This is an optimization exercise on Yosys and OpenROAD, whose aim is small area and a short achievable clock period, not a production implementation. Function was checked by simulation only, so behaviour that the tests miss may differ from the original. Power figures rest on the tool's default switching activity, not on a simulated workload.

Setup of lane 1:
Design MIPS, start of the top module:
module MIPS (clk, rst, pc_rom, inst_rom, ram_size, ram_read, ram_write, ram_data, ram_word, ram_adr);
Size: roughly 1400 flip-flops, ~170 I/O pins, ~65000 sq um of cells after synthesis.
export LEC_CHECK = 0
export CAP_MARGIN = 20
export CORE_MARGIN = 2
export CORE_UTILIZATION = 60
export CTS_CLUSTER_DIAMETER = 80
export CTS_CLUSTER_SIZE = 24
export SLEW_MARGIN = 20
create_clock -name core_clock -period 10.0 [get_ports {clk}]
standard.sh (not shown) runs the stock make flow with config.mk's settings and CLKGATE_MAP_FILE= SYNTH_SCRIPT=/design/flow/synth_recipe.tcl, a recipe that flattens the netlist after the stock synthesis.
==> flow/flow/run.sh <==
#!/bin/bash
# Layout flow: the standard ORFS flow (standard.sh) with two changes:
# repair_timing aims for 6 ns of setup slack (the clock and constraints are
# unchanged), and the port buffers are buf_4 cells.
set -euo pipefail
bash standard.sh SETUP_SLACK_MARGIN=6 "BUFFER_PORTS_ARGS=-buffer_cell sky130_fd_sc_hd__buf_4" finish > flow.log 2>&1
What lane 2 does differently from lane 1 at the input level:
--- a/flow/design.v
+++ b/flow/design.v
@@ -17,19 +17,19 @@
   reg        ex_okill;           
   wire ex_we  = ex_we_r  & ~ex_okill;
   wire ex_mrd = ex_mrd_r & ~ex_okill;
   wire ex_mwr = ex_mwr_r & ~ex_okill;
   wire ex_ovf = ex_ovf_r & ~ex_okill;
   reg [1:0]  ex_msz;
   reg        ex_sub;
   reg        ex_add, ex_and, ex_or, ex_xor, ex_nor, ex_slt, ex_sll, ex_srl, ex_sra, ex_lui;
   reg [31:0] ex_op2x;             
-  reg        ex_fb2;
+  reg        ex_fb2p, ex_fb2n, ex_fb2d;    
   reg [4:0]  ex_wreg;
   reg        ex_rt_rs, ex_rt_rt, ex_rt_0;   
   reg [31:0] ex_d1, ex_d2;
   reg        ex_fa_m, ex_fb_m;
   reg        mem_we, mem_rd, mem_wr;
   reg [1:0]  mem_sz;
   reg [4:0]  mem_wreg;
   reg [31:0] mem_res, mem_sd;
   reg [31:0] rf [0:31];
@@ -140,19 +140,21 @@
     ex_or     <= (isR & fOR) | isORI;
     ex_xor    <= isR & fXOR;
     ex_nor    <= isR & fNOR;
     ex_slt    <= (isR & fSLT) | isSLTI;
     ex_sll    <= isR & fSLL;
     ex_srl    <= isR & fSRL;
     ex_sra    <= isR & fSRA;
     ex_lui    <= isLUI;
     ex_op2x <= (useimm ? {16'b0, isJAL ? 16'b0 : inst[15:0]} : d2) ^ {32{sub}};
-    ex_fb2  <= fb_m & ~useimm;
+    ex_fb2p <= fb_m & ~useimm & ~sub;
+    ex_fb2n <= fb_m & ~useimm & sub;
+    ex_fb2d <= ~(fb_m & ~useimm);
     ex_rt_rs <= rt == inst_rom[25:21];
     ex_rt_rt <= rt == inst_rom[20:16];
     ex_rt_0  <= rt == 5'd0;
     ex_wreg <= wreg;
     ex_d1   <= d1;
     ex_d2   <= d2;
     ex_fa_m <= fa_m;
     ex_fb_m <= fb_m;
   end
@@ -176,19 +178,19 @@
   always @(posedge clk) begin
     pc_a    <= target;
     id_pc   <= pc;
     if (~stall) id_inst <= inst_rom;
     id_selA <= (32'b1 << nrs) & valid_next;
     id_selB <= (32'b1 << nrt) & valid_next;
   end
   wire [31:0] op1  = ex_fa_m ? mem_res : ex_d1;
   wire [31:0] op21 = ex_fb_m ? mem_res : ex_d2;
-  wire [31:0] op2x = ex_fb2 ? (mem_res ^ {32{ex_sub}}) : ex_op2x;
+  wire [31:0] op2x = ({32{ex_fb2p}} & mem_res) | ({32{ex_fb2n}} & ~mem_res) | ({32{ex_fb2d}} & ex_op2x);
   wire [31:0] op2  = op2x;           
   wire        op2s = op2x[31] ^ ex_sub;
   wire [31:0] sum = op1 + op2x + {31'b0, ex_sub};
   wire lt = (op1[31] ^ op2s) ? op1[31] : sum[31];
   function [31:0] rev32(input [31:0] x);
     integer i;
     for (i = 0; i < 32; i = i + 1) rev32[i] = x[31 - i];
   endfunction
   wire        big  = |op1[31:5];
--- outcome ---
- Per the comparison of lane 2 with lane 1, final cell count fell 1.2%; antenna diode count up 12; relative contribution of combinational cells to total power fell by 0.4 points; final design area excluding fillers shrank by 0.64%; relative max-transition margin went up 3.7 points.
- The synthesized area was comparable across lane 2 and lane 1.
- Summary — layout clock buffer count, lane 2 relative to lane 1: higher, by 14.
- On internal power, lane 2 tracks lane 1 almost exactly.
- Both conditions hold for lane 2: the flow ran to the end and the final layout passed the timing, design-rule and antenna checks.
- On non-clock buffer count: between lane 2 and lane 1, it ends up higher for lane 1.
- The worst setup slack after layout reported for lane 2 is smaller than that of lane 1 by 85 ps.
- Diff lane 1 -> lane 2 | total routing usage reported by global routing | decrease of 0.51 points
- There was hardly any difference in initial cell density of the core between lane 2 and lane 1.
- Worst-path maximum fanout was higher in lane 1 than in lane 2.

## what the ideal ports hide
The results above use ideal ports. As a check the final layouts listed here were re-extracted and re-timed, cells and wires unchanged. Step 1 assumes that a clkbuf_16 drives the clock port and a buf_2 every other input. Step 2 also shifts input and output timing later by t, the mid clock arrival at the registers, as if the neighbouring blocks saw the same clock. Three values: no drivers, after step 1, after step 2; two values: the first two.
| run | t (ns) | slack for setup (ns) | worst hold slack (ns) | worst register clock-pin slew, ns |
|---|---|---|---|---|
| lane 1 | 0.794 | 5.851 / 5.851 / 5.443 | 0.335 / 0.335 / 0.335 | 0.11 / 0.11 |
| lane 2 | 0.788 | 5.765 / 5.765 / 5.485 | 0.329 / 0.329 / 0.329 | 0.11 / 0.11 |
After both steps every run listed still meets setup and hold. The setup slack of lane 1, which loses most, moves by 0.000 ns with the drivers and by -0.408 ns with both steps.
